Background: an optimization exercise with open tools, aiming at small area. Do not read the settings as production practice.
Function was not checked in any run shown here: the RTL went through the layout flow alone.

==> flow/design.v, too long to show whole: its modules and the start of the top module <==
// module mul1: 3727 lines
// module mul1_fa: 4 lines
// module mul1_ha: 4 lines
// module mul1_bsel: 3 lines
// module mul1_bseln: 3 lines
module mul1 (
    input clock,
    input reset,
    input logic FU_unit,
    input [31:0] regA,
    input [31:0] regB,
    input logic [4:0] func,
    input logic rollback,
    input logic [5:0] tag_in,
    output logic [31:0] result,
    output logic [5:0] tag_out,
    output done
);
  // ...
==> flow/flow/run.sh <==
#!/bin/bash
# Standard ORFS layout (the standard.sh, standard synthesis unchanged) with
# minimum-size port buffers, no CTS dummy loads, and power/area recovery after
# global routing.
set -euo pipefail
bash standard.sh BUFFER_PORTS_ARGS="-buffer_cell sky130_fd_sc_hd__buf_1" \
  CTS_ARGS="-sink_clustering_enable -repair_clock_nets -dont_use_dummy_load -buf_list sky130_fd_sc_hd__clkbuf_8" \
  RECOVER_POWER=100 finish > standard.log 2>&1
==> flow/standard.sh <==
#!/bin/bash
# synth_recipe.tcl (not shown) runs the flow's synth.tcl, then flattens the netlist and writes it again
# the make line also repeats each setting of config.mk as NAME=value (left out here)
make -C /OpenROAD-flow-scripts/flow DESIGN_CONFIG=/design/flow/config.mk WORK_HOME=/design/flow/orfs CLKGATE_MAP_FILE= SYNTH_SCRIPT=/design/flow/synth_recipe.tcl "${@:-finish}"
==> flow/config.mk <==
export PLATFORM = sky130hd
export DESIGN_NAME = mul1
export DESIGN_NICKNAME = mul1
export VERILOG_FILES = /design/flow/design.v
export SDC_FILE = /design/flow/constraint.sdc
export NUM_CORES = 4
export LEC_CHECK = 0
export ABC_AREA = 1
export CAP_MARGIN = 20
export CORE_MARGIN = 2
export CORE_UTILIZATION = 60
export CTS_BUF_LIST = sky130_fd_sc_hd__clkbuf_8
export PLACE_DENSITY = 0.7
export SLEW_MARGIN = 20
export SYNTH_HIERARCHICAL = 1
export SYNTH_MINIMUM_KEEP_SIZE = 0
==> flow/constraint.sdc <==
create_clock -name core_clock -period 10.0 [get_ports {clock}]
set_input_delay 2.0000 -clock core_clock [delete_from_list [all_inputs] [get_ports {clock}]]
set_output_delay 2.0000 -clock core_clock [all_outputs]
set_load 0.01 [all_outputs]
==> run notes, run 1 <==
critical path depth in cells=33; Buffers excl. clock=290; Crit. End Element=flop; Rows=76; post-synthesis mux area share=0.520%; critical path endpoint=res1[31]$_DFF_P_; Clock Tree Buf Depth=2; xor and xnor area share after synthesis=18.8%; clock latency (worst-skew pair)=approximately 0.46 ns; Post-CTS Hold Buffers=0; Port-buffer cells=117; largest net degree at the start of global routing=37; placed inst area=27,500 sq um; Max-slew headroom=32.3%; main combinational cell family by area after synthesis=adder cells; Slowest-stage cell, CP=fa_1; wire per inst=between 20 and 30 um; Achievable Freq=0.106 GHz; Setup CP Type=input pin to flop; multi-input combinational cell area=21,100 sq um; share of post-route cells with drive strength above 1=9.28%; DRC=0; antenna violations before repair=2; reg-to-reg setup timing slack=8.82 ns; final worst slack=0.542 ns; Min-Delay Endpoint=res2[13]$_DFF_P_; Seq cells=~160; Clock-cell share=0.845%; outcome=timing/DRC/antenna clean; Setup WS pre-CTS=0.601 ns; Yosys reg bits=162; Post-synth ARST share=0%; Seq/Total Area, Yosys=12.5%; Initial Utilization=60.6%
==> run 2: changes to the inputs <==
--- a/flow/design.v
+++ b/flow/design.v
@@ -2738,61 +2738,61 @@
     mul1_ha u_s663 (.a(c656), .b(s661), .s(s663), .co(c664));
     mul1_fa u_s665 (.a(neg148), .b(pp11), .c(pp116), .s(s665), .co(c666));
     mul1_fa u_s667 (.a(pp151), .b(pp46), .c(pp81), .s(s667), .co(c668));
     mul1_fa u_s669 (.a(c658), .b(s665), .c(s667), .s(s669), .co(c670));
     mul1_fa u_s671 (.a(c660), .b(s669), .c(c662), .s(s671), .co(c672));
     mul1_fa u_s673 (.a(pp117), .b(pp12), .c(pp152), .s(s673), .co(c674));
     mul1_fa u_s675 (.a(pp47), .b(pp82), .c(c666), .s(s675), .co(c676));
     mul1_fa u_s677 (.a(c668), .b(s673), .c(c670), .s(s677), .co(c678));
-    mul1_ha u_s679 (.a(s675), .b(s677), .s(s679), .co(c680));
+    mul1_fa u_s679 (.a(s675), .b(s677), .c(c672), .s(s679), .co(c680));
     mul1_fa u_s681 (.a(neg185), .b(pp118), .c(pp13), .s(s681), .co(c682));
     mul1_fa u_s683 (.a(pp153), .b(pp188), .c(pp48), .s(s683), .co(c684));
     mul1_fa u_s685 (.a(pp83), .b(c674), .c(s681), .s(s685), .co(c686));
     mul1_fa u_s687 (.a(s683), .b(c676), .c(s685), .s(s687), .co(c688));
-    mul1_fa u_s689 (.a(c678), .b(s687), .c(c680), .s(s689), .co(c690));
+    mul1_ha u_s689 (.a(c678), .b(s687), .s(s689), .co(c690));
     mul1_fa u_s691 (.a(pp119), .b(pp14), .c(pp154), .s(s691), .co(c692));
     mul1_fa u_s693 (.a(pp189), .b(pp49), .c(pp84), .s(s693), .co(c694));
     mul1_fa u_s695 (.a(c682), .b(c684), .c(s691), .s(s695), .co(c696));
     mul1_fa u_s697 (.a(s693), .b(c686), .c(s695), .s(s697), .co(c698));
     mul1_fa u_s699 (.a(c688), .b(s697), .c(c690), .s(s699), .co(c700));
     mul1_fa u_s701 (.a(neg222), .b(pp120), .c(pp15), .s(s701), .co(c702));
     mul1_fa u_s703 (.a(pp155), .b(pp190), .c(pp225), .s(s703), .co(c704));
     mul1_fa u_s705 (.a(pp50), .b(pp85), .c(c692), .s(s705), .co(c706));
     mul1_fa u_s707 (.a(c694), .b(s701), .c(s703), .s(s707), .co(c708));
     mul1_fa u_s709 (.a(c696), .b(s705), .c(s707), .s(s709), .co(c710));
     mul1_fa u_s711 (.a(c698), .b(s709), .c(c700), .s(s711), .co(c712));
     mul1_fa u_s713 (.a(pp121), .b(pp156), .c(pp16), .s(s713), .co(c714));
     mul1_fa u_s715 (.a(pp191), .b(pp226), .c(pp51), .s(s715), .co(c716));
     mul1_fa u_s717 (.a(pp86), .b(c702), .c(c704), .s(s717), .co(c718));
     mul1_fa u_s719 (.a(s713), .b(s715), .c(c706), .s(s719), .co(c720));
     mul1_fa u_s721 (.a(c708), .b(s717), .c(s719), .s(s721), .co(c722));
-    mul1_ha u_s723 (.a(c710), .b(s721), .s(s723), .co(c724));
+    mul1_fa u_s723 (.a(c710), .b(s721), .c(c712), .s(s723), .co(c724));
     mul1_fa u_s725 (.a(neg259), .b(pp122), .c(pp157), .s(s725), .co(c726));
     mul1_fa u_s727 (.a(pp17), .b(pp192), .c(pp227), .s(s727), .co(c728));
     mul1_fa u_s729 (.a(pp262), .b(pp52), .c(pp87), .s(s729), .co(c730));
     mul1_fa u_s731 (.a(c714), .b(c716), .c(s725), .s(s731), .co(c732));
     mul1_fa u_s733 (.a(s727), .b(s729), .c(c718), .s(s733), .co(c734));
     mul1_fa u_s735 (.a(s731), .b(c720), .c(s733), .s(s735), .co(c736));
     mul1_fa u_s737 (.a(c722), .b(s735), .c(c724), .s(s737), .co(c738));
     mul1_fa u_s739 (.a(pp123), .b(pp158), .c(pp18), .s(s739), .co(c740));
     mul1_fa u_s741 (.a(pp193), .b(pp228), .c(pp263), .s(s741), .co(c742));
     mul1_fa u_s743 (.a(pp53), .b(pp88), .c(c726), .s(s743), .co(c744));
     mul1_fa u_s745 (.a(c728), .b(c730), .c(s739), .s(s745), .co(c746));
     mul1_fa u_s747 (.a(s741), .b(c732), .c(s743), .s(s747), .co(c748));
     mul1_fa u_s749 (.a(s745), .b(c734), .c(s747), .s(s749), .co(c750));
-    mul1_fa u_s751 (.a(c736), .b(s749), .c(c738), .s(s751), .co(c752));
+    mul1_ha u_s751 (.a(c736), .b(s749), .s(s751), .co(c752));
     mul1_fa u_s753 (.a(neg296), .b(pp124), .c(pp159), .s(s753), .co(c754));
     mul1_fa u_s755 (.a(pp19), .b(pp194), .c(pp229), .s(s755), .co(c756));
     mul1_fa u_s757 (.a(pp264), .b(pp299), .c(pp54), .s(s757), .co(c758));
     mul1_fa u_s759 (.a(pp89), .b(c740), .c(c742), .s(s759), .co(c760));
     mul1_fa u_s761 (.a(s753), .b(s755), .c(s757), .s(s761), .co(c762));
     mul1_fa u_s763 (.a(c744), .b(c746), .c(s759), .s(s763), .co(c764));
     mul1_fa u_s765 (.a(s761), .b(c748), .c(s763), .s(s765), .co(c766));
-    mul1_ha u_s767 (.a(c750), .b(s765), .s(s767), .co(c768));
+    mul1_fa u_s767 (.a(c750), .b(s765), .c(c752), .s(s767), .co(c768));
     mul1_fa u_s769 (.a(pp125), .b(pp160), .c(pp195), .s(s769), .co(c770));
     mul1_fa u_s771 (.a(pp20), .b(pp230), .c(pp265), .s(s771), .co(c772));
     mul1_fa u_s773 (.a(pp300), .b(pp55), .c(pp90), .s(s773), .co(c774));
     mul1_fa u_s775 (.a(c754), .b(c756), .c(c758), .s(s775), .co(c776));
     mul1_fa u_s777 (.a(s769), .b(s771), .c(s773), .s(s777), .co(c778));
     mul1_fa u_s779 (.a(c760), .b(c762), .c(s775), .s(s779), .co(c780));
     mul1_fa u_s781 (.a(s777), .b(c764), .c(s779), .s(s781), .co(c782));
     mul1_fa u_s783 (.a(c766), .b(s781), .c(c768), .s(s783), .co(c784));
@@ -2828,39 +2828,39 @@
     mul1_fa u_s843 (.a(pp234), .b(pp24), .c(pp269), .s(s843), .co(c844));
     mul1_fa u_s845 (.a(pp304), .b(pp339), .c(pp374), .s(s845), .co(c846));
     mul1_fa u_s847 (.a(pp59), .b(pp94), .c(c822), .s(s847), .co(c848));
     mul1_fa u_s849 (.a(c824), .b(c826), .c(c828), .s(s849), .co(c850));
     mul1_fa u_s851 (.a(s841), .b(s843), .c(s845), .s(s851), .co(c852));
     mul1_fa u_s853 (.a(c830), .b(c832), .c(s847), .s(s853), .co(c854));
     mul1_fa u_s855 (.a(s849), .b(s851), .c(c834), .s(s855), .co(c856));
     mul1_fa u_s857 (.a(s853), .b(c836), .c(s855), .s(s857), .co(c858));
-    mul1_ha u_s859 (.a(c838), .b(s857), .s(s859), .co(c860));
+    mul1_fa u_s859 (.a(c838), .b(s857), .c(c840), .s(s859), .co(c860));
     mul1_fa u_s861 (.a(neg407), .b(pp130), .c(pp165), .s(s861), .co(c862));
     mul1_fa u_s863 (.a(pp200), .b(pp235), .c(pp25), .s(s863), .co(c864));
     mul1_fa u_s865 (.a(pp270), .b(pp305), .c(pp340), .s(s865), .co(c866));
     mul1_fa u_s867 (.a(pp375), .b(pp410), .c(pp60), .s(s867), .co(c868));
     mul1_fa u_s869 (.a(pp95), .b(c842), .c(c844), .s(s869), .co(c870));
     mul1_fa u_s871 (.a(c846), .b(s861), .c(s863), .s(s871), .co(c872));
     mul1_fa u_s873 (.a(s865), .b(s867), .c(c848), .s(s873), .co(c874));
     mul1_fa u_s875 (.a(c850), .b(c852), .c(s869), .s(s875), .co(c876));
     mul1_fa u_s877 (.a(s871), .b(c854), .c(s873), .s(s877), .co(c878));
     mul1_fa u_s879 (.a(s875), .b(c856), .c(s877), .s(s879), .co(c880));
-    mul1_fa u_s881 (.a(c858), .b(s879), .c(c860), .s(s881), .co(c882));
+    mul1_ha u_s881 (.a(c858), .b(s879), .s(s881), .co(c882));
     mul1_fa u_s883 (.a(pp131), .b(pp166), .c(pp201), .s(s883), .co(c884));
     mul1_fa u_s885 (.a(pp236), .b(pp26), .c(pp271), .s(s885), .co(c886));
     mul1_fa u_s887 (.a(pp306), .b(pp341), .c(pp376), .s(s887), .co(c888));
     mul1_fa u_s889 (.a(pp411), .b(pp61), .c(pp96), .s(s889), .co(c890));
     mul1_fa u_s891 (.a(c862), .b(c864), .c(c866), .s(s891), .co(c892));
     mul1_fa u_s893 (.a(c868), .b(s883), .c(s885), .s(s893), .co(c894));
     mul1_fa u_s895 (.a(s887), .b(s889), .c(c870), .s(s895), .co(c896));
     mul1_fa u_s897 (.a(c872), .b(s891), .c(s893), .s(s897), .co(c898));
     mul1_fa u_s899 (.a(c874), .b(c876), .c(s895), .s(s899), .co(c900));
     mul1_fa u_s901 (.a(s897), .b(c878), .c(s899), .s(s901), .co(c902));
-    mul1_ha u_s903 (.a(c880), .b(s901), .s(s903), .co(c904));
+    mul1_fa u_s903 (.a(c880), .b(s901), .c(c882), .s(s903), .co(c904));
     mul1_fa u_s905 (.a(neg444), .b(pp132), .c(pp167), .s(s905), .co(c906));
     mul1_fa u_s907 (.a(pp202), .b(pp237), .c(pp27), .s(s907), .co(c908));
     mul1_fa u_s909 (.a(pp272), .b(pp307), .c(pp342), .s(s909), .co(c910));
     mul1_fa u_s911 (.a(pp377), .b(pp412), .c(pp447), .s(s911), .co(c912));
     mul1_fa u_s913 (.a(pp62), .b(pp97), .c(c884), .s(s913), .co(c914));
     mul1_fa u_s915 (.a(c886), .b(c888), .c(c890), .s(s915), .co(c916));
     mul1_fa u_s917 (.a(s905), .b(s907), .c(s909), .s(s917), .co(c918));
     mul1_fa u_s919 (.a(s911), .b(c892), .c(c894), .s(s919), .co(c920));
@@ -2900,45 +2900,45 @@
     mul1_fa u_s987 (.a(pp485), .b(pp65), .c(c954), .s(s987), .co(c988));
     mul1_fa u_s989 (.a(c956), .b(c958), .c(c960), .s(s989), .co(c990));
     mul1_fa u_s991 (.a(c962), .b(s979), .c(s981), .s(s991), .co(c992));
     mul1_fa u_s993 (.a(s983), .b(s985), .c(c964), .s(s993), .co(c994));
     mul1_fa u_s995 (.a(c966), .b(c968), .c(s987), .s(s995), .co(c996));
     mul1_fa u_s997 (.a(s989), .b(s991), .c(c970), .s(s997), .co(c998));
     mul1_fa u_s999 (.a(s993), .b(c972), .c(s995), .s(s999), .co(c1000));
     mul1_fa u_s1001 (.a(s997), .b(c974), .c(s999), .s(s1001), .co(c1002));
-    mul1_ha u_s1003 (.a(c976), .b(s1001), .s(s1003), .co(c1004));
+    mul1_fa u_s1003 (.a(c976), .b(s1001), .c(c978), .s(s1003), .co(c1004));
     mul1_fa u_s1005 (.a(neg518), .b(pp101), .c(pp136), .s(s1005), .co(c1006));
     mul1_fa u_s1007 (.a(pp171), .b(pp206), .c(pp241), .s(s1007), .co(c1008));
     mul1_fa u_s1009 (.a(pp276), .b(pp31), .c(pp311), .s(s1009), .co(c1010));
     mul1_fa u_s1011 (.a(pp346), .b(pp381), .c(pp416), .s(s1011), .co(c1012));
     mul1_fa u_s1013 (.a(pp451), .b(pp486), .c(pp521), .s(s1013), .co(c1014));
     mul1_fa u_s1015 (.a(pp66), .b(c980), .c(c982), .s(s1015), .co(c1016));
     mul1_fa u_s1017 (.a(c984), .b(c986), .c(s1005), .s(s1017), .co(c1018));
     mul1_fa u_s1019 (.a(s1007), .b(s1009), .c(s1011), .s(s1019), .co(c1020));
     mul1_fa u_s1021 (.a(s1013), .b(c988), .c(c990), .s(s1021), .co(c1022));
     mul1_fa u_s1023 (.a(c992), .b(s1015), .c(s1017), .s(s1023), .co(c1024));
     mul1_fa u_s1025 (.a(s1019), .b(c994), .c(c996), .s(s1025), .co(c1026));
     mul1_fa u_s1027 (.a(s1021), .b(s1023), .c(c998), .s(s1027), .co(c1028));
     mul1_fa u_s1029 (.a(s1025), .b(c1000), .c(s1027), .s(s1029), .co(c1030));
-    mul1_fa u_s1031 (.a(c1002), .b(c1004), .c(s1029), .s(s1031), .co(c1032));
+    mul1_ha u_s1031 (.a(c1002), .b(s1029), .s(s1031), .co(c1032));
     mul1_fa u_s1033 (.a(pp102), .b(pp137), .c(pp172), .s(s1033), .co(c1034));
     mul1_fa u_s1035 (.a(pp207), .b(pp242), .c(pp277), .s(s1035), .co(c1036));
     mul1_fa u_s1037 (.a(pp312), .b(pp32), .c(pp347), .s(s1037), .co(c1038));
     mul1_fa u_s1039 (.a(pp382), .b(pp417), .c(pp452), .s(s1039), .co(c1040));
     mul1_fa u_s1041 (.a(pp487), .b(pp522), .c(pp67), .s(s1041), .co(c1042));
     mul1_fa u_s1043 (.a(c1006), .b(c1008), .c(c1010), .s(s1043), .co(c1044));
     mul1_fa u_s1045 (.a(c1012), .b(c1014), .c(s1033), .s(s1045), .co(c1046));
     mul1_fa u_s1047 (.a(s1035), .b(s1037), .c(s1039), .s(s1047), .co(c1048));
     mul1_fa u_s1049 (.a(s1041), .b(c1016), .c(c1018), .s(s1049), .co(c1050));
     mul1_fa u_s1051 (.a(c1020), .b(s1043), .c(s1045), .s(s1051), .co(c1052));
     mul1_fa u_s1053 (.a(s1047), .b(c1022), .c(c1024), .s(s1053), .co(c1054));
     mul1_fa u_s1055 (.a(s1049), .b(s1051), .c(c1026), .s(s1055), .co(c1056));
     mul1_fa u_s1057 (.a(s1053), .b(c1028), .c(s1055), .s(s1057), .co(c1058));
-    mul1_ha u_s1059 (.a(c1030), .b(s1057), .s(s1059), .co(c1060));
+    mul1_fa u_s1059 (.a(c1030), .b(s1057), .c(c1032), .s(s1059), .co(c1060));
     mul1_fa u_s1061 (.a(neg555), .b(pp103), .c(pp138), .s(s1061), .co(c1062));
     mul1_fa u_s1063 (.a(pp173), .b(pp208), .c(pp243), .s(s1063), .co(c1064));
     mul1_fa u_s1065 (.a(pp278), .b(pp313), .c(pp33), .s(s1065), .co(c1066));
     mul1_fa u_s1067 (.a(pp348), .b(pp383), .c(pp418), .s(s1067), .co(c1068));
     mul1_fa u_s1069 (.a(pp453), .b(pp488), .c(pp523), .s(s1069), .co(c1070));
     mul1_fa u_s1071 (.a(pp558), .b(pp68), .c(c1034), .s(s1071), .co(c1072));
     mul1_fa u_s1073 (.a(c1036), .b(c1038), .c(c1040), .s(s1073), .co(c1074));
     mul1_fa u_s1075 (.a(c1042), .b(s1061), .c(s1063), .s(s1075), .co(c1076));
@@ -2958,17 +2958,17 @@
     mul1_fa u_s1103 (.a(c1066), .b(c1068), .c(c1070), .s(s1103), .co(c1104));
     mul1_fa u_s1105 (.a(s1091), .b(s1093), .c(s1095), .s(s1105), .co(c1106));
     mul1_fa u_s1107 (.a(s1097), .b(s1099), .c(c1072), .s(s1107), .co(c1108));
     mul1_fa u_s1109 (.a(c1074), .b(c1076), .c(c1078), .s(s1109), .co(c1110));
     mul1_fa u_s1111 (.a(s1101), .b(s1103), .c(s1105), .s(s1111), .co(c1112));
     mul1_fa u_s1113 (.a(c1080), .b(s1107), .c(c1082), .s(s1113), .co(c1114));
     mul1_fa u_s1115 (.a(s1109), .b(s1111), .c(c1084), .s(s1115), .co(c1116));
     mul1_fa u_s1117 (.a(s1113), .b(c1086), .c(s1115), .s(s1117), .co(c1118));
-    mul1_ha u_s1119 (.a(c1088), .b(s1117), .s(s1119), .co(c1120));
+    mul1_fa u_s1119 (.a(c1088), .b(s1117), .c(c1090), .s(s1119), .co(c1120));
     mul1_fa u_s1121 (.a(pp105), .b(pp140), .c(pp175), .s(s1121), .co(c1122));
     mul1_fa u_s1123 (.a(pp210), .b(pp245), .c(pp280), .s(s1123), .co(c1124));
     mul1_fa u_s1125 (.a(pp315), .b(pp35), .c(pp350), .s(s1125), .co(c1126));
     mul1_fa u_s1127 (.a(pp385), .b(pp420), .c(pp455), .s(s1127), .co(c1128));
     mul1_fa u_s1129 (.a(pp490), .b(pp525), .c(pp560), .s(s1129), .co(c1130));
     mul1_fa u_s1131 (.a(pp593), .b(pp70), .c(c1092), .s(s1131), .co(c1132));
     mul1_fa u_s1133 (.a(c1094), .b(c1096), .c(c1098), .s(s1133), .co(c1134));
     mul1_fa u_s1135 (.a(c1100), .b(s1121), .c(s1123), .s(s1135), .co(c1136));
@@ -3007,17 +3007,17 @@
     mul1_fa u_s1197 (.a(c1160), .b(c1162), .c(s1183), .s(s1197), .co(c1198));
     mul1_fa u_s1199 (.a(s1185), .b(s1187), .c(s1189), .s(s1199), .co(c1200));
     mul1_fa u_s1201 (.a(s1191), .b(c1164), .c(c1166), .s(s1201), .co(c1202));
     mul1_fa u_s1203 (.a(c1168), .b(s1193), .c(s1195), .s(s1203), .co(c1204));
     mul1_fa u_s1205 (.a(s1197), .b(s1199), .c(c1170), .s(s1205), .co(c1206));
     mul1_fa u_s1207 (.a(c1172), .b(c1174), .c(s1201), .s(s1207), .co(c1208));
     mul1_fa u_s1209 (.a(s1203), .b(s1205), .c(c1176), .s(s1209), .co(c1210));
     mul1_fa u_s1211 (.a(s1207), .b(c1178), .c(s1209), .s(s1211), .co(c1212));
-    mul1_ha u_s1213 (.a(c1180), .b(s1211), .s(s1213), .co(c1214));
+    mul1_fa u_s1213 (.a(c1180), .b(s1211), .c(c1182), .s(s1213), .co(c1214));
     mul1_fa u_s1215 (.a(pp108), .b(pp143), .c(pp178), .s(s1215), .co(c1216));
     mul1_fa u_s1217 (.a(pp213), .b(pp248), .c(pp283), .s(s1217), .co(c1218));
     mul1_fa u_s1219 (.a(pp318), .b(pp353), .c(pp388), .s(s1219), .co(c1220));
     mul1_fa u_s1221 (.a(pp423), .b(pp458), .c(pp493), .s(s1221), .co(c1222));
     mul1_fa u_s1223 (.a(pp528), .b(pp563), .c(pp596), .s(s1223), .co(c1224));
     mul1_fa u_s1225 (.a(ppn73), .b(c1184), .c(c1186), .s(s1225), .co(c1226));
     mul1_fa u_s1227 (.a(c1188), .b(c1190), .c(c1192), .s(s1227), .co(c1228));
     mul1_fa u_s1229 (.a(s1215), .b(s1217), .c(s1219), .s(s1229), .co(c1230));
@@ -3067,17 +3067,17 @@
     mul1_fa u_s1313 (.a(c1276), .b(c1278), .c(c1280), .s(s1313), .co(c1314));
     mul1_fa u_s1315 (.a(c1282), .b(c1284), .c(s1303), .s(s1315), .co(c1316));
     mul1_fa u_s1317 (.a(s1305), .b(s1307), .c(s1309), .s(s1317), .co(c1318));
     mul1_fa u_s1319 (.a(s1311), .b(c1286), .c(c1288), .s(s1319), .co(c1320));
     mul1_fa u_s1321 (.a(c1290), .b(s1313), .c(s1315), .s(s1321), .co(c1322));
     mul1_fa u_s1323 (.a(s1317), .b(c1292), .c(c1294), .s(s1323), .co(c1324));
     mul1_fa u_s1325 (.a(s1319), .b(s1321), .c(c1296), .s(s1325), .co(c1326));
     mul1_fa u_s1327 (.a(s1323), .b(c1298), .c(s1325), .s(s1327), .co(c1328));
-    mul1_ha u_s1329 (.a(c1300), .b(s1327), .s(s1329), .co(c1330));
+    mul1_fa u_s1329 (.a(c1300), .b(s1327), .c(c1302), .s(s1329), .co(c1330));
     mul1_fa u_s1331 (.a(pp182), .b(pp217), .c(pp252), .s(s1331), .co(c1332));
     mul1_fa u_s1333 (.a(pp287), .b(pp322), .c(pp357), .s(s1333), .co(c1334));
     mul1_fa u_s1335 (.a(pp392), .b(pp427), .c(pp462), .s(s1335), .co(c1336));
     mul1_fa u_s1337 (.a(pp497), .b(pp532), .c(pp567), .s(s1337), .co(c1338));
     mul1_fa u_s1339 (.a(pp600), .b(ppn147), .c(c1304), .s(s1339), .co(c1340));
     mul1_fa u_s1341 (.a(c1306), .b(c1308), .c(c1310), .s(s1341), .co(c1342));
     mul1_fa u_s1343 (.a(c1312), .b(s1331), .c(s1333), .s(s1343), .co(c1344));
     mul1_fa u_s1345 (.a(s1335), .b(s1337), .c(c1314), .s(s1345), .co(c1346));
@@ -3094,17 +3094,17 @@
     mul1_fa u_s1365 (.a(pp568), .b(pp601), .c(c1332), .s(s1365), .co(c1366));
     mul1_fa u_s1367 (.a(c1334), .b(c1336), .c(c1338), .s(s1367), .co(c1368));
     mul1_fa u_s1369 (.a(s1357), .b(s1359), .c(s1361), .s(s1369), .co(c1370));
     mul1_fa u_s1371 (.a(s1363), .b(c1340), .c(c1342), .s(s1371), .co(c1372));
     mul1_fa u_s1373 (.a(c1344), .b(s1365), .c(s1367), .s(s1373), .co(c1374));
     mul1_fa u_s1375 (.a(s1369), .b(c1346), .c(c1348), .s(s1375), .co(c1376));
     mul1_fa u_s1377 (.a(s1371), .b(s1373), .c(c1350), .s(s1377), .co(c1378));
     mul1_fa u_s1379 (.a(s1375), .b(c1352), .c(s1377), .s(s1379), .co(c1380));
-    mul1_ha u_s1381 (.a(c1354), .b(s1379), .s(s1381), .co(c1382));
+    mul1_fa u_s1381 (.a(c1354), .b(s1379), .c(c1356), .s(s1381), .co(c1382));
     mul1_fa u_s1383 (.a(pp219), .b(pp254), .c(pp289), .s(s1383), .co(c1384));
     mul1_fa u_s1385 (.a(pp324), .b(pp359), .c(pp394), .s(s1385), .co(c1386));
     mul1_fa u_s1387 (.a(pp429), .b(pp464), .c(pp499), .s(s1387), .co(c1388));
     mul1_fa u_s1389 (.a(pp534), .b(pp569), .c(pp602), .s(s1389), .co(c1390));
     mul1_fa u_s1391 (.a(ppn184), .b(c1358), .c(c1360), .s(s1391), .co(c1392));
     mul1_fa u_s1393 (.a(c1362), .b(c1364), .c(s1383), .s(s1393), .co(c1394));
     mul1_fa u_s1395 (.a(s1385), .b(s1387), .c(s1389), .s(s1395), .co(c1396));
     mul1_fa u_s1397 (.a(c1366), .b(c1368), .c(c1370), .s(s1397), .co(c1398));
@@ -3119,17 +3119,17 @@
     mul1_fa u_s1413 (.a(pp500), .b(pp535), .c(pp570), .s(s1413), .co(c1414));
     mul1_fa u_s1415 (.a(pp603), .b(c1384), .c(c1386), .s(s1415), .co(c1416));
     mul1_fa u_s1417 (.a(c1388), .b(c1390), .c(s1407), .s(s1417), .co(c1418));
     mul1_fa u_s1419 (.a(s1409), .b(s1411), .c(s1413), .s(s1419), .co(c1420));
     mul1_fa u_s1421 (.a(c1392), .b(c1394), .c(c1396), .s(s1421), .co(c1422));
     mul1_fa u_s1423 (.a(s1415), .b(s1417), .c(s1419), .s(s1423), .co(c1424));
     mul1_fa u_s1425 (.a(c1398), .b(c1400), .c(s1421), .s(s1425), .co(c1426));
     mul1_fa u_s1427 (.a(s1423), .b(c1402), .c(s1425), .s(s1427), .co(c1428));
-    mul1_ha u_s1429 (.a(c1404), .b(s1427), .s(s1429), .co(c1430));
+    mul1_fa u_s1429 (.a(c1404), .b(s1427), .c(c1406), .s(s1429), .co(c1430));
     mul1_fa u_s1431 (.a(pp256), .b(pp291), .c(pp326), .s(s1431), .co(c1432));
     mul1_fa u_s1433 (.a(pp361), .b(pp396), .c(pp431), .s(s1433), .co(c1434));
     mul1_fa u_s1435 (.a(pp466), .b(pp501), .c(pp536), .s(s1435), .co(c1436));
     mul1_fa u_s1437 (.a(pp571), .b(pp604), .c(ppn221), .s(s1437), .co(c1438));
     mul1_fa u_s1439 (.a(c1408), .b(c1410), .c(c1412), .s(s1439), .co(c1440));
     mul1_fa u_s1441 (.a(c1414), .b(s1431), .c(s1433), .s(s1441), .co(c1442));
     mul1_fa u_s1443 (.a(s1435), .b(s1437), .c(c1416), .s(s1443), .co(c1444));
     mul1_fa u_s1445 (.a(c1418), .b(c1420), .c(s1439), .s(s1445), .co(c1446));
@@ -3279,86 +3279,86 @@
     assign g1703 = s647 & 1'b0;
     assign p1704 = s647 ^ 1'b0;
     assign g1705 = s655 & 1'b0;
     assign p1706 = s655 ^ 1'b0;
     assign g1707 = s663 & 1'b0;
     assign p1708 = s663 ^ 1'b0;
     assign g1709 = c664 & s671;
     assign p1710 = c664 ^ s671;
-    assign g1711 = s679 & c672;
-    assign p1712 = s679 ^ c672;
-    assign g1713 = s689 & 1'b0;
-    assign p1714 = s689 ^ 1'b0;
+    assign g1711 = s679 & 1'b0;
+    assign p1712 = s679 ^ 1'b0;
+    assign g1713 = s689 & c680;
+    assign p1714 = s689 ^ c680;
     assign g1715 = s699 & 1'b0;
     assign p1716 = s699 ^ 1'b0;
     assign g1717 = s711 & 1'b0;
     assign p1718 = s711 ^ 1'b0;
-    assign g1719 = s723 & c712;
-    assign p1720 = s723 ^ c712;
+    assign g1719 = s723 & 1'b0;
+    assign p1720 = s723 ^ 1'b0;
     assign g1721 = s737 & 1'b0;
     assign p1722 = s737 ^ 1'b0;
-    assign g1723 = s751 & 1'b0;
-    assign p1724 = s751 ^ 1'b0;
-    assign g1725 = s767 & c752;
-    assign p1726 = s767 ^ c752;
+    assign g1723 = s751 & c738;
+    assign p1724 = s751 ^ c738;
+    assign g1725 = s767 & 1'b0;
+    assign p1726 = s767 ^ 1'b0;
     assign g1727 = s783 & 1'b0;
     assign p1728 = s783 ^ 1'b0;
     assign g1729 = s801 & 1'b0;
     assign p1730 = s801 ^ 1'b0;
     assign g1731 = s819 & c802;
     assign p1732 = s819 ^ c802;
     assign g1733 = s839 & 1'b0;
     assign p1734 = s839 ^ 1'b0;
-    assign g1735 = s859 & c840;
-    assign p1736 = s859 ^ c840;
-    assign g1737 = s881 & 1'b0;
-    assign p1738 = s881 ^ 1'b0;
-    assign g1739 = s903 & c882;
-    assign p1740 = s903 ^ c882;
+    assign g1735 = s859 & 1'b0;
+    assign p1736 = s859 ^ 1'b0;
+    assign g1737 = s881 & c860;
+    assign p1738 = s881 ^ c860;
+    assign g1739 = s903 & 1'b0;
+    assign p1740 = s903 ^ 1'b0;
     assign g1741 = s927 & 1'b0;
     assign p1742 = s927 ^ 1'b0;
     assign g1743 = s951 & c928;
     assign p1744 = s951 ^ c928;
     assign g1745 = s977 & 1'b0;
     assign p1746 = s977 ^ 1'b0;
-    assign g1747 = s1003 & c978;
-    assign p1748 = s1003 ^ c978;
-    assign g1749 = s1031 & 1'b0;
-    assign p1750 = s1031 ^ 1'b0;
-    assign g1751 = s1059 & c1032;
-    assign p1752 = s1059 ^ c1032;
-    assign g1753 = c1060 & s1089;
-    assign p1754 = c1060 ^ s1089;
-    assign g1755 = c1090 & s1119;
-    assign p1756 = c1090 ^ s1119;
-    assign g1757 = c1120 & s1149;
-    assign p1758 = c1120 ^ s1149;
+    assign g1747 = s1003 & 1'b0;
+    assign p1748 = s1003 ^ 1'b0;
+    assign g1749 = s1031 & c1004;
+    assign p1750 = s1031 ^ c1004;
+    assign g1751 = s1059 & 1'b0;
+    assign p1752 = s1059 ^ 1'b0;
+    assign g1753 = s1089 & c1060;
+    assign p1754 = s1089 ^ c1060;
+    assign g1755 = s1119 & 1'b0;
+    assign p1756 = s1119 ^ 1'b0;
+    assign g1757 = s1149 & c1120;
+    assign p1758 = s1149 ^ c1120;
     assign g1759 = s1181 & c1150;
     assign p1760 = s1181 ^ c1150;
-    assign g1761 = c1182 & s1213;
-    assign p1762 = c1182 ^ s1213;
-    assign g1763 = c1214 & s1243;
-    assign p1764 = c1214 ^ s1243;
+    assign g1761 = s1213 & 1'b0;
+    assign p1762 = s1213 ^ 1'b0;
+    assign g1763 = s1243 & c1214;
+    assign p1764 = s1243 ^ c1214;
     assign g1765 = s1273 & c1244;
     assign p1766 = s1273 ^ c1244;
     assign g1767 = c1274 & s1301;
     assign p1768 = c1274 ^ s1301;
-    assign g1769 = s1329 & c1302;
-    assign p1770 = s1329 ^ c1302;
-    assign g1771 = c1330 & s1355;
-    assign p1772 = c1330 ^ s1355;
-    assign g1773 = s1381 & c1356;
-    assign p1774 = s1381 ^ c1356;
-    assign g1775 = c1382 & s1405;
-    assign p1776 = c1382 ^ s1405;
-    assign g1777 = s1429 & c1406;
-    assign p1778 = s1429 ^ c1406;
-    assign g1779 = c1430 & s1451;
-    assign p1780 = c1430 ^ s1451;
+    assign g1769 = s1329 & 1'b0;
+    assign p1770 = s1329 ^ 1'b0;
+    assign g1771 = s1355 & c1330;
+    assign p1772 = s1355 ^ c1330;
+    assign g1773 = s1381 & 1'b0;
+    assign p1774 = s1381 ^ 1'b0;
+    assign g1775 = s1405 & c1382;
+    assign p1776 = s1405 ^ c1382;
+    assign g1777 = s1429 & 1'b0;
+    assign p1778 = s1429 ^ 1'b0;
+    assign g1779 = s1451 & c1430;
+    assign p1780 = s1451 ^ c1430;
     assign g1781 = s1473 & 1'b0;
     assign p1782 = s1473 ^ 1'b0;
     assign g1783 = s1493 & c1474;
     assign p1784 = s1493 ^ c1474;
     assign g1785 = s1513 & 1'b0;
     assign p1786 = s1513 ^ 1'b0;
     assign g1787 = s1531 & c1514;
     assign p1788 = s1531 ^ c1514;
==> run 2 against run 1 <==
Maximum frequency decreased by 1.7%. Largest cell class unchanged. Setup slack got worse by 0.17 ns. Synthesized cell count decreased by 0.54%. Design area about the same. Die area decreased by 0.29%. Critical path type unchanged. Utilization about the same. Via count decreased by 2.2%.
==> run notes, run 2 <==
I/O pin count=118 (unchanged); Yosys reg bits=162 (unchanged); critical path endpoint=res1[31]$_DFF_P_ (unchanged); # Max-Cap Violations=0 (unchanged); Worst Setup SP=regB[9] (was regB[11]); Min-Delay Path Class=flop to flop (unchanged); Achievable Freq=0.104 GHz (was 0.106 GHz); post-synthesis cell type count=38 (was 41); cell area after synthesis=25,900 sq um (was 26,000 sq um); Crit Path Max Fanout=8 (was 15); synth warn=7 (unchanged); Sink Count=162 (unchanged); Post-synth ARST share=0% (unchanged); clock root buffer=clkbuf_8 (unchanged); Post-CTS Setup Inserts=0 (unchanged); r2r endpoint=v1$_SDFF_PP0_ (unchanged); RSZ-0062 raised after global routing=false (unchanged); reg-to-reg setup timing slack=8.90 ns (was 8.82 ns); CTS clk-pin slew, worst paths=0.10 ns (was 0.09 ns); crit path buf inv count=3 (unchanged); Vias/cell=6.78 (was 6.91); PostCTS Resize Cnt=0 (unchanged); worst path required time=10.35 ns (was 10.31 ns); area leader, netlist=fa_1 (unchanged); clk_skew=0.0309 ns (was 0.0334 ns); final HPWL from detailed placement=74,300 um (was 73,100 um); Clock Tree Buf Depth=2 (unchanged); GPL Wtd Cong=1.07 (was 1.04); Worst R2R Start=tag_old[5]$_SDFFE_PP1P_ (was tag_old[0]$_SDFFE_PP1P_); final wirelength=96,900 um (was 96,200 um); grt ovf=0 (unchanged); post-route insts no fill=3,222 (was 3,230); Slew Viols, Final=0 (unchanged); Worst Tran Pin Value=1.01 ns (about the same); count leader, synth=xor2_1 (unchanged); startpoint type of the worst setup path=input pin (unchanged); Post-synth EDFFs=0 (unchanged); Die H=212 um (about the same); Max-slew headroom=32.4% (was 32.3%); antenna violations before repair=2 (unchanged); detailed-route via count=21,800 (was 22,300); Final setup viols=0 (unchanged); Port-buffer cells=117 (unchanged); Worst path max stage delay=0.73 ns (was 0.69 ns); largest net degree at the start of global routing=51 (was 37); chip width=212 um (about the same); Commonest cells post-synth=525 x xor2_1, 514 x o22ai_1, 507 x fa_1, 162 x dfxtp_1, 129 x inv_1 (was 526 x xor2_1, 512 x o22ai_1, 502 x fa_1, 162 x dfxtp_1, 140 x inv_1); Crit. End Element=flop (unchanged); multi-input combinational cell area=21,000 sq um (was 21,100 sq um); CTS Buf Count=17 (unchanged); vias in the first global route=22,500 (was 22,900); Iter 0 DRT Violations=2,564 (was 3,055); Post-CTS Hold Buffers=0 (unchanged); CP arrival=9.98 ns (was 9.77 ns); Slowest-stage cell, CP=o21ai_2 (was fa_1); Mapped Avg Cell Area=10.0 sq um (was 9.98 sq um); Final Util=64.6% (was 64.5%); CTS tree=built (unchanged); Total GRT Usage=44.4% (was 43.4%); Seq/Total Area, Yosys=12.5% (about the same); setup TNS=0 ns (unchanged); Sequential Area=3240 sq um (unchanged); Syn Inst Count=2,589 (was 2,603); DRC=0 (unchanged); Final Cycle Share=96.2% (was 94.6%); Hold Fails Final Rpt=0 (unchanged); share of post-route cells with drive strength above 1=9.98% (was 9.28%); clock latency (worst-skew pair)=0.49 ns (was 0.46 ns); share of the synthesized area in the top cell type=39.2% (was 38.7%); commonest cells after routing, fill and taps aside=525 x xor2_1, 514 x o22ai_1, 507 x fa_1 (was 526 x xor2_1, 512 x o22ai_1, 502 x fa_1); nets@finish=3,304 (was 3,316); hold wc startpoint=tag3[2]$_DFF_P_ (was res1[13]$_DFF_P_); min Tclk post-route=9.62 ns (was 9.46 ns); synth top area cells=fa_1 39%, xor2_1 18%, dfxtp_1 13%, o22ai_1 12%, ha_1 3.9% (was fa_1 39%, xor2_1 18%, dfxtp_1 12%, o22ai_1 12%, ha_1 4.4%); outcome=timing/DRC/antenna clean (unchanged); Post-DRT Antenna Nets=0 (unchanged); Rows=76 (unchanged); Die ar.=44,900 sq um (was 45,000 sq um); R2R cell count=5 (was 4); Initial Utilization=60.4% (was 60.6%); Mapped Nets=3,255 (was 3,276); delay-heaviest family, CP=adder cells (unchanged); wire per inst=30.1 um (was 29.8 um); Setup CP Type=input pin to flop (unchanged); ys flop type=dfxtp_1 (unchanged); Core ar.=42,900 sq um (unchanged); commonest non-fill, non-tap cell in the layout=xor2_1 (unchanged); critical path depth in cells=34 (was 33); first-pass GRT wire length=144,000 um (was 142,000 um); Synth-to-Final Area Change=6.85% (was 6.51%); total placed cells including tap cells=3,203 (was 3,209); # fillers=3,573 (was 3,532); H-Tree Depth=4 (unchanged); Initial DRT Pass Iterations=6 (was 8)
## run 2: cell count changes in the layout (fill, tap and decap cells not counted), sizes merged, moves of 4 or more
cell / previous run / this run
inv: 143 / 147
buf: 273 / 281
nand3: 19 / 12
ha: 92 / 80
fa: 502 / 507
a21o: 4 / 0
## run 2: worst reg2reg max path: stages (launching register included)
cell      delay (ns)
dfxtp_1         0.32
xor2_1          0.15
a221oi_1        0.24
nand3_1         0.11
nor2_1          0.11
nor3_1          0.05
## run 2: layer usage
layer	GRT usage [%]	wire (um)	vias up
met2	67.0	42300	1751
met1	57.7	36000	10900
met3	11.9	11800	425
met4	25.8	6810	2
li1	-	-	8777
met5	0	13	-
## run 2: how the worst min path moves through the flow
stage | end | depth (start not counted)
floorplan | res2[0]$_DFF_P_ | 0
detailed placement | res2[1]$_DFF_P_ | 0
finish | tag4[2]$_DFF_P_ | 0
global placement | res3[24]$_DFF_P_ | 0
CTS | tag2[2]$_DFF_P_ | 0
global route | tag2[2]$_DFF_P_ | 0
## run 2: cell type report
cell class                 instances  area share (%)
antenna                            1         0.00904
clock buffer                      17           0.845
inverter                         147            1.99
multi-input combinational       2011            75.9
sequential                       162            11.7
tap                              585            2.64
timing repair buffer             299            6.94
## run 2: cells by family (layout without fill, tap and decap cells)
group           Yosys count  after routing  synth area share [%]
compound gates          610            610                  14.6
fa+ha+maj               587            587                  43.0
xor+xnor                555            555                  18.8
buf+inv                 416            463                  6.59
simple gates            245            245                  3.85
flops                   162            162                  12.5
mux                      14             14                 0.608
other cells               0              1                     0
## run 2: modules after synthesis, one instance, submodules excluded
module / cells inside / cell area, sq um / flip-flops and latches / copies in the design
mul1_ha: 1 / 12.5 / 0 / 17
mul1: 2071 / 15700 / 162 / 1
mul1_fa: 1 / 20.0 / 0 / 501
## run 2: per-stage QoR
stage / area (sq um) / hold WS, ns / setup slack [ns]
after floorplan: 25900 / 0.310 / 1.49
after CTS: 27700 / 0.288 / 0.863
after detailed placement: 27400 / 0.312 / 0.375
after global placement: 27400 / 0.310 / 0.402
after global routing: 27700 / 0.284 / 0.279
final: 27700 / 0.292 / 0.375

afterwards: timing with drivers on the ports:
How much do the figures lean on ideal ports? The routed layouts below were timed once more, with nothing changed but the port constraints.
Step 1: set_driving_cell puts a clkbuf_16 on clock and a buf_2 on each other input, an assumption about the parent block.
Step 2 also shifts input and output timing later by t, the mid clock arrival at the registers, as if the neighbouring blocks saw the same clock.
Slacks: ideal / step 1 / step 2; pairs: ideal / step 1.
run | shift t [ns] | setup slack, ns | worst setup path at the end | cell pins on the clock port's net
run 1 | 0.493 | 0.542 / 0.563 / 0.070 | input to register | 1
run 2 | 0.508 | 0.375 / 0.394 / -0.113 | input to register | 1
With both steps, setup timing fails in run 2, where it was met with ideal ports. For run 2, which loses most, drivers alone change the setup slack by +0.019 ns; drivers and shift together by -0.488 ns.
